This design comes from an exercise in tuning for small area, a short achievable clock period and few clock cycles per item on the open sky130 flow, not from production work. The RTL was checked by simulation tests, not by an equivalence proof against the original design.

## run.sh

```bash
#!/bin/bash
# synth_recipe.tcl (not shown) runs the flow's synth.tcl, then flattens the netlist and writes it again
# the make line also repeats each setting of config.mk as NAME=value (left out here)
make -C /OpenROAD-flow-scripts/flow DESIGN_CONFIG=/design/flow/config.mk WORK_HOME=/design/flow/orfs CLKGATE_MAP_FILE= SYNTH_SCRIPT=/design/flow/synth_recipe.tcl finish
```

## config.mk

```make
export PLATFORM = sky130hd
export DESIGN_NAME = booth_walloc
export DESIGN_NICKNAME = booth_walloc
export VERILOG_FILES = /design/flow/design.v
export SDC_FILE = /design/flow/constraint.sdc
export NUM_CORES = 4
export LEC_CHECK = 0
export CAP_MARGIN = 20
export CORE_MARGIN = 2
export CORE_UTILIZATION = 40
export SLEW_MARGIN = 20
```

## constraint.sdc

```tcl
create_clock -name core_clock -period 7.5 [get_ports {clk}]
set_input_delay 1.5000 -clock core_clock [delete_from_list [all_inputs] [get_ports {clk}]]
set_output_delay 1.5000 -clock core_clock [all_outputs]
set_load 0.01 [all_outputs]
```

## design.v

```verilog
module booth_sel(
  input [2:0] src,
  output [3:0] sel
);
wire y_add,y,y_sub;
wire sel_negative,sel_double_negative,sel_positive,sel_double_positive;
assign {y_add,y,y_sub} = src;
assign sel_negative =  y_add & (y & ~y_sub | ~y & y_sub);
assign sel_positive = ~y_add & (y & ~y_sub | ~y & y_sub);
assign sel_double_negative =  y_add & ~y & ~y_sub;
assign sel_double_positive = ~y_add &  y &  y_sub;
assign sel={sel_negative,sel_positive,sel_double_negative,sel_double_positive};
endmodule
module booth_result_sel(
  input [3:0] sel,
  input [1:0] src,
  output      p 
);
wire x,x_sub;
wire sel_negative,sel_double_negative,sel_positive,sel_double_positive;
assign {sel_negative,sel_positive,sel_double_negative,sel_double_positive}=sel;
assign {x,x_sub} =src;
assign p = ~(~(sel_negative & ~x) & ~(sel_double_negative & ~x_sub) 
           & ~(sel_positive & x ) & ~(sel_double_positive &  x_sub));
endmodule
module booth_partial
#(
    parameter WIDTH = 34
)
(
  input [2*WIDTH-1:0]  x_src,
  input [2:0] y_src,
  output [2*WIDTH-1:0]   p_result,
  output                cout 
);
wire y_add,y,y_sub;
assign {y_add,y,y_sub} = y_src;
wire [3:0] sel;
wire sel_negative,sel_double_negative,sel_positive,sel_double_positive;
assign {sel_negative,sel_positive,sel_double_negative,sel_double_positive}=sel;
assign cout=sel_negative || sel_double_negative;
booth_sel booth_sel(
    .src    (y_src),
    .sel    (sel)
);
booth_result_sel partial0(.sel (sel), .src ({x_src[0],1'b0}), .p (p_result[0]));
genvar x;
generate for ( x =1;x<WIDTH*2;x=x+1) begin : gen_partial
    booth_result_sel partial(.sel (sel), .src (x_src[x:x-1]), .p (p_result[x]));
end endgenerate
endmodule
module switch_17x68bits(
   input [1155:0] part_group,
      output [1155:0] sw_group
);
wire [67:0] po16,po15,po14,po13,po12,po11,po10,po09,po08,po07,po06,po05,po04,po03,po02,po01,po00;
assign {po16,po15,po14,po13,po12,po11,po10,po09,po08,po07,po06,po05,po04,po03,po02,po01,po00} = part_group;
genvar x;
generate for ( x =0;x<68;x=x+1) begin : gen_switch
    assign sw_group[(x+1)*17-1:x*17] = {po16[x],po15[x],po14[x],po13[x],po12[x],po11[x],po10[x],po09[x],
                                     po08[x],po07[x],po06[x],po05[x],po04[x],po03[x],po02[x],po01[x],po00[x]};
end endgenerate
endmodule
module walloc_17bits(
    input [16:0] src_in,
    input [13:0]  cin,
    output [13:0] cout_group,
    output      cout,s
);
wire [13:0] c;
wire [4:0] first_s;
csa csa0 (.in (src_in[16:14]), .cout (c[4]), .s (first_s[4]) );
csa csa1 (.in (src_in[13:11]), .cout (c[3]), .s (first_s[3]) );
csa csa2 (.in (src_in[10:08]), .cout (c[2]), .s (first_s[2]) );
csa csa3 (.in (src_in[07:05]), .cout (c[1]), .s (first_s[1]) );
csa csa4 (.in (src_in[04:02]), .cout (c[0]), .s (first_s[0]) );
wire [3:0] secnod_s;
csa csa5 (.in ({first_s[4:2]}             ), .cout (c[8]), .s (secnod_s[3]));
csa csa6 (.in ({first_s[1:0],src_in[1]}   ), .cout (c[7]), .s (secnod_s[2]));
csa csa7 (.in ({src_in[0],cin[4:3]}       ), .cout (c[6]), .s (secnod_s[1]));
csa csa8 (.in ({cin[2:0]}                 ), .cout (c[5]), .s (secnod_s[0]));
wire [1:0] thrid_s;
csa csa9 (.in (secnod_s[3:1]          ), .cout (c[10]), .s (thrid_s[1]));
csa csaA (.in ({secnod_s[0],cin[6:5]} ), .cout (c[09]), .s (thrid_s[0]));
wire [1:0] fourth_s;
csa csaB (.in ({thrid_s[1:0],cin[10]} ),  .cout (c[12]), .s (fourth_s[1]));
csa csaC (.in ({cin[9:7]             }),  .cout (c[11]), .s (fourth_s[0]));
wire fifth_s;
csa csaD (.in ({fourth_s[1:0],cin[11]}),  .cout (c[13]), .s (fifth_s));
csa csaE (.in ({fifth_s,cin[13:12]}   ),  .cout (cout),  .s  (s));
assign cout_group = c;
endmodule
module csa(
  input [2:0] in,
  output cout,s
);
wire a,b,cin;
assign a=in[2];
assign b=in[1];
assign cin=in[0];
assign s = a ^ b ^ cin;
assign cout = a & b | b & cin | a & cin;
endmodule
module booth_walloc# (parameter COMPUTER_WIDTH=32,parameter WIDTH =COMPUTER_WIDTH+2)
(
  input               clk           ,
  input               reset         ,
  input  [COMPUTER_WIDTH:0] src1,
  input  [COMPUTER_WIDTH:0] src2,
  input         in_valid,
  output reg    in_ready,
  output reg    out_valid,
  output [COMPUTER_WIDTH*2-1:0] result
);
reg [WIDTH-1:0] multiplier;
reg [WIDTH*2-1:0] multiplicand;
reg first_doing;
wire ready_to_doing;
assign ready_to_doing = in_ready && in_valid;
always@(posedge clk ) begin
      if (reset ) begin
        in_ready <=1'b0;
      end
      else begin
        in_ready<=1'b1;
      end
      if (ready_to_doing) begin
        first_doing<=1'b1;
      end
      else begin
        first_doing <= 1'b0;
      end
      out_valid <= first_doing;
end
always @(posedge clk ) begin
  if (ready_to_doing) begin
    multiplicand <= {{WIDTH{src1[COMPUTER_WIDTH]}},src1};
    multiplier <= {src2[COMPUTER_WIDTH],src2};
  end
end
wire [1155:0] part_group;
wire [16:0]   part_cout;
booth_partial part0 (.x_src (multiplicand), .y_src({multiplier[1:0],1'b0}), 
                        .p_result (part_group[67:0]), .cout(part_cout[0]));
genvar x;
generate for ( x =1;x<17;x=x+1) begin : gen_walloc_partial
booth_partial part (
                    .x_src ({multiplicand[2*WIDTH-1-2*x:0],
                    {2*x{1'b0}}}), 
                    .y_src({multiplier[(x+1)*2-1:x*2-1]}), 
                    .p_result (part_group[(x+1)*68-1:x*68]), .cout(part_cout[x]));
end endgenerate
wire [1155:0] swo_group; 
switch_17x68bits switch (.part_group (part_group), .sw_group (swo_group));
wire [937:0] wt_cout; 
wire [66:0]  wt_c;
wire [67:0]  wt_s;
walloc_17bits walloc00 (.src_in (swo_group[16:0]), .cin({part_cout[13:0]}), 
                    .cout_group (wt_cout[13:0]),  .cout(wt_c[0]), .s (wt_s[0]));
genvar y;
generate for ( y =1;y<67;y=y+1) begin : gen_walloc
walloc_17bits walloc  (.src_in (swo_group[(y+1)*17-1:y*17]), .cin({wt_cout[y*14-1:(y-1)*14]}), 
                    .cout_group (wt_cout[(y+1)*14-1:y*14]),  .cout(wt_c[y]), .s (wt_s[y]));
end endgenerate
walloc_17bits walloc67(.src_in (swo_group[1155:1139]), .cin({wt_cout[937:924]}), 
                    .cout_group (),  .cout(), .s (wt_s[67]));
reg [67:0] wt_s_buf,wt_c_buf;
reg  part_next_highest_bit;
always@(posedge clk ) begin
  if (first_doing) begin
    wt_c_buf <= {wt_c,part_cout[14]};
    wt_s_buf <= {wt_s};
    part_next_highest_bit <= part_cout[15];
  end
end
wire [WIDTH*2-1:0] adder_a;
wire [WIDTH*2-1:0] adder_b;
wire              adder_cin;
wire [WIDTH*2-1:0] adder_result;
wire        adder_cout;
assign adder_a   = wt_c_buf;
assign adder_b   = wt_s_buf;
assign adder_cin = part_next_highest_bit;
assign {adder_cout, adder_result} = adder_a + adder_b + {{WIDTH*2-2{1'b0}},adder_cin};
assign result = adder_result[COMPUTER_WIDTH*2-1:0];
endmodule
```

==> flow_metrics.tcl <==
set metrics [dict create \
    outcome "complete, no violations" \
    min_period_ns 6.78 \
    final_cell_area_um2 45400 \
    clock.fmax_ghz 0.148 \
    crit_chain "inv_1 -> fa_1 -> nand2b_1 -> a21oi_1 -> o2111ai_1 -> o21ai_2 -> a311oi_1 -> o21ai_1 -> nand4_1 -> nand3_1 -> nor4b_1 -> clkdlybuf4s50_1" \
    vias 33708 \
    gr-total-overflow 0 \
    power_switching_mw 10.3 \
    final_common_cell "fa_1" \
    fp.dieH_um 329 \
    yosys-top-cells-area "fa_1 36%, edfxtp_1 14%, xor2_1 6.2%, xnor2_1 6.1%, inv_1 5.8%" \
    wl_mm 145 \
    setup_viol 0 \
    holdPathEnd "first_doing" \
    cts_root_buf "clkbuf_16" \
    groute.usage.overall_pct 27.1 \
    antennaDiodeCount 0 \
    synth.distinct_cells 69 \
    nFillCells 10049 \
    netlist_instances 4600 \
    hold_ws_ns 0.738 \
    syn_area_um2 42200 \
    slew_headroom_pct 19.2 \
    required_ns 6.00 \
    die_x_um 329 \
    synth_edf_count 195 \
    area_growth_pct 7.56 \
    seq_power_share_pct 14.0 \
    min_from "in_ready" \
    finalPower_mw 21.2 \
    grt_pass1_wl_mm 219 \
    critPathLaunchType "flop" \
    tritoncts "built" \
    drive_above_1_share_pct 4.94 \
    p_comb_share_pct 81.4 \
    worstSkewPairLatency_ns 0.54 \
    worstMarginPinSlew_ns 1.20 \
    port_buffers 134 \
    synth_flop_cell "edfxtp_1" \
    ys_seq_area_share_pct 14.0 \
    grt_pass1_vias 33904 \
    r2r_cells 19 \
    rr_endpoint "adder_b[63]" \
    async_flop_share_pct 0 \
    nNetsFinal 5329 \
    dp_hpwl_mm 105 \
    place_inst 5786 \
    drc 0 \
    clkTransAtPathRegs_ns 0.09 \
    endpoint_kind "output pin" \
    core_area_um2 105000 \
    fin_skew_ns 0.0199 \
    cp.arrival_ns 5.28 \
    antenna_found_initial 0 \
    finalNonFillerCells 5820 \
    postCtsHoldBufs 0 \
    peakVddDrop_mv 0.296 \
    sw_frac_of_total_pct 48.7 \
    reg2reg_slack_ns 1.10 \
    crit_fanout 6 \
    drv_cap 0 \
    start_util_pct 40.2 \
    clock_path_buffers 2 \
    timing.final.crit_share_pct 90.3 \
    antenna_left 0 \
    final_cell_mix "768 x fa_1, 655 x inv_1, 516 x nor2_1, 292 x o21ai_0, 290 x xor2_1" \
    synth_top_cell_by_area "fa_1" \
    globalplace.congestion 0.967 \
    h-tree-depth 4 \
    synth_top_area_share_pct 36.4 \
    slowest_delay_ns 0.68 \
    power.clock.fraction_pct 4.6 \
    viasPerCell 5.79 \
    placed_area_um2 44800 \
    fin_tns_setup_ns 0 \
    rsz0062_at_grt "false" \
    drtIter0Drc 3976 \
    report.final.slew_viol_count 0 \
    hp-class "flop to flop" \
    slowest_stage "o21ai_2" \
    avgSynthCellArea_um2 9.18 \
    die_area_um2 108000 \
    cts.sinks 198 \
    intPower_mw 10.9 \
    cts_setup_buffers 0 \
    ys_warn_count 1 \
    path_buf_inv 2 \
    synth.net_count 5513 \
    wl_per_cell_um 24.9 \
    io_pins 135 \
    critical_path.top_delay_family "compound AO/OA/AOI/OAI gates" \
    first_pass_iters 6 \
    p_per_area_nw_per_um2 467 \
    cellLeakagePower_nw 18.8 \
    cts_buffers 17 \
    critical_path_class "flop to output pin" \
    rows 119 \
    finalHoldViolations 0 \
    reg2reg_from "multiplier[15]" \
    ys_ff_latch 198 \
    whs_path_depth 1 \
    post_cts_resized 0 \
    grt_max_degree 60 \
]
[per-layer routing]
metal | track usage, % | part of all wire [%] | up-vias
met4 | 9.96 | 3.8 | 2
met5 | 0.444 | 0.044 | -
met3 | 7.42 | 11 | 363
li1 | - | - | 14501
met1 | 37.2 | 41 | 16827
met2 | 41.0 | 44 | 2015
[cell families after synthesis]
family | Yosys count | share of synthesized area [%]
flip-flops | 198 | 14.0
adder cells (fa/ha/maj) | 844 | 38.7
buffers and inverters | 1109 | 9.92
AO/OA/AOI/OAI | 1032 | 16.4
XOR/XNOR | 592 | 12.3
multiplexers | 33 | 0.783
AND/OR/NAND/NOR | 792 | 7.85
[power by group through the flow]
| stage | Clock, mW | Sequential (mW) | Combinational [mW] |
|---|---|---|---|
| floorplan | 0 | 2.91 | 11.4 |
| global placement | 0 | 2.99 | 17.0 |
| detailed placement | 0 | 2.99 | 17.4 |
| CTS | 1.00 | 2.97 | 17.5 |
| global route | 1.03 | 3.00 | 19.7 |
| finish | 0.977 | 2.96 | 17.3 |
[synthesized netlist by cell type, types with 11 or more instances]
cell type  instances
ha_1              76
o221ai_1          22
inv_1            657
mux2i_1           33
nand2_1          142
nand4_1           14
edfxtp_1         195
xnor2_1          293
buf_1             68
nor2b_1           19
clkbuf_1         372
a31oi_1           14
a21oi_1           91
nor3_1            12
nor2_1           522
o21bai_1          13
a21o_1            32
a221oi_1          35
fa_1             768
o21ai_1           11
a22oi_1          246
o21ai_0          293
a211oi_1         210
xor2_1           298
nand2b_1          13
nand3_1           14
[worst max-delay path by stage]
| stage | from | endpoint | slack (ns) | cells past startpoint |
|---|---|---|---|---|
| 5_1_grt | adder_a[0] | result[55] | 0.46 | 12 |
| 2_1_floorplan | multiplier[0] | adder_b[63] | 1.09 | 17 |
| 4_1_cts | adder_a[0] | result[55] | 0.65 | 12 |
| 6_report | adder_a[0] | result[55] | 0.72 | 12 |
| 3_5_place_dp | multiplier[15] | adder_b[63] | 1.18 | 19 |
| 3_3_place_gp | multiplier[15] | adder_b[63] | 1.21 | 19 |
[through the flow]
step	setup WS (ns)	utilization, %
CTS	0.650	43.2
finish	0.725	43.2
global placement	1.21	42.7
detailed placement	1.18	42.7
global route	0.459	43.2
floorplan	1.09	-
[cell type report]
cell class / count / area [um2] / share of cell area (%)
clock buffers: 17 / 425 / 0.937
inverters: 657 / 2470 / 5.43
flip-flops and latches: 198 / 5920 / 13.0
well taps: 1391 / 1740 / 3.83
multi-input cells: 3293 / 32400 / 71.4
repair buffers: 249 / 2270 / 5.01
clock inverters: 15 / 145 / 0.320
[flip-flops by register name, summed over array words and instances (netlist names)]
signal                                           count
in_ready                                             1
multiplier                                          33
part_next_highest_bit                                1
gen_walloc_partial.part.gen_partial.partial.src     33
adder_a                                             64
adder_b                                             64
first_doing                                          1
out_valid                                            1
Testbench counts, summed over its fixed seeds: cycles 24,024, items 24,000.

==> static timing again, ports no longer ideal <==
In the flow no input, the clock included, has a driving cell. The finished layout below was timed again as built, in two steps. Step 1 sets driving cells, clkbuf_16 on the clock port and buf_2 on the other inputs (assumed; they add their load-dependent delay and slew). Step 2 also shifts input and output timing later by t, the mid clock arrival at the registers, as if the neighbouring blocks saw the same clock. Three values: ideal, step 1, step 2; two values: the first two.
t, ns: 0.588
slack for setup (ns): 0.725 / 0.662 / 1.105
slew at the worst register clock pin (ns): 0.09 / 0.09
After both steps this run still meets setup and hold. For this run, drivers alone change the setup slack by -0.063 ns; drivers and shift together by +0.380 ns.
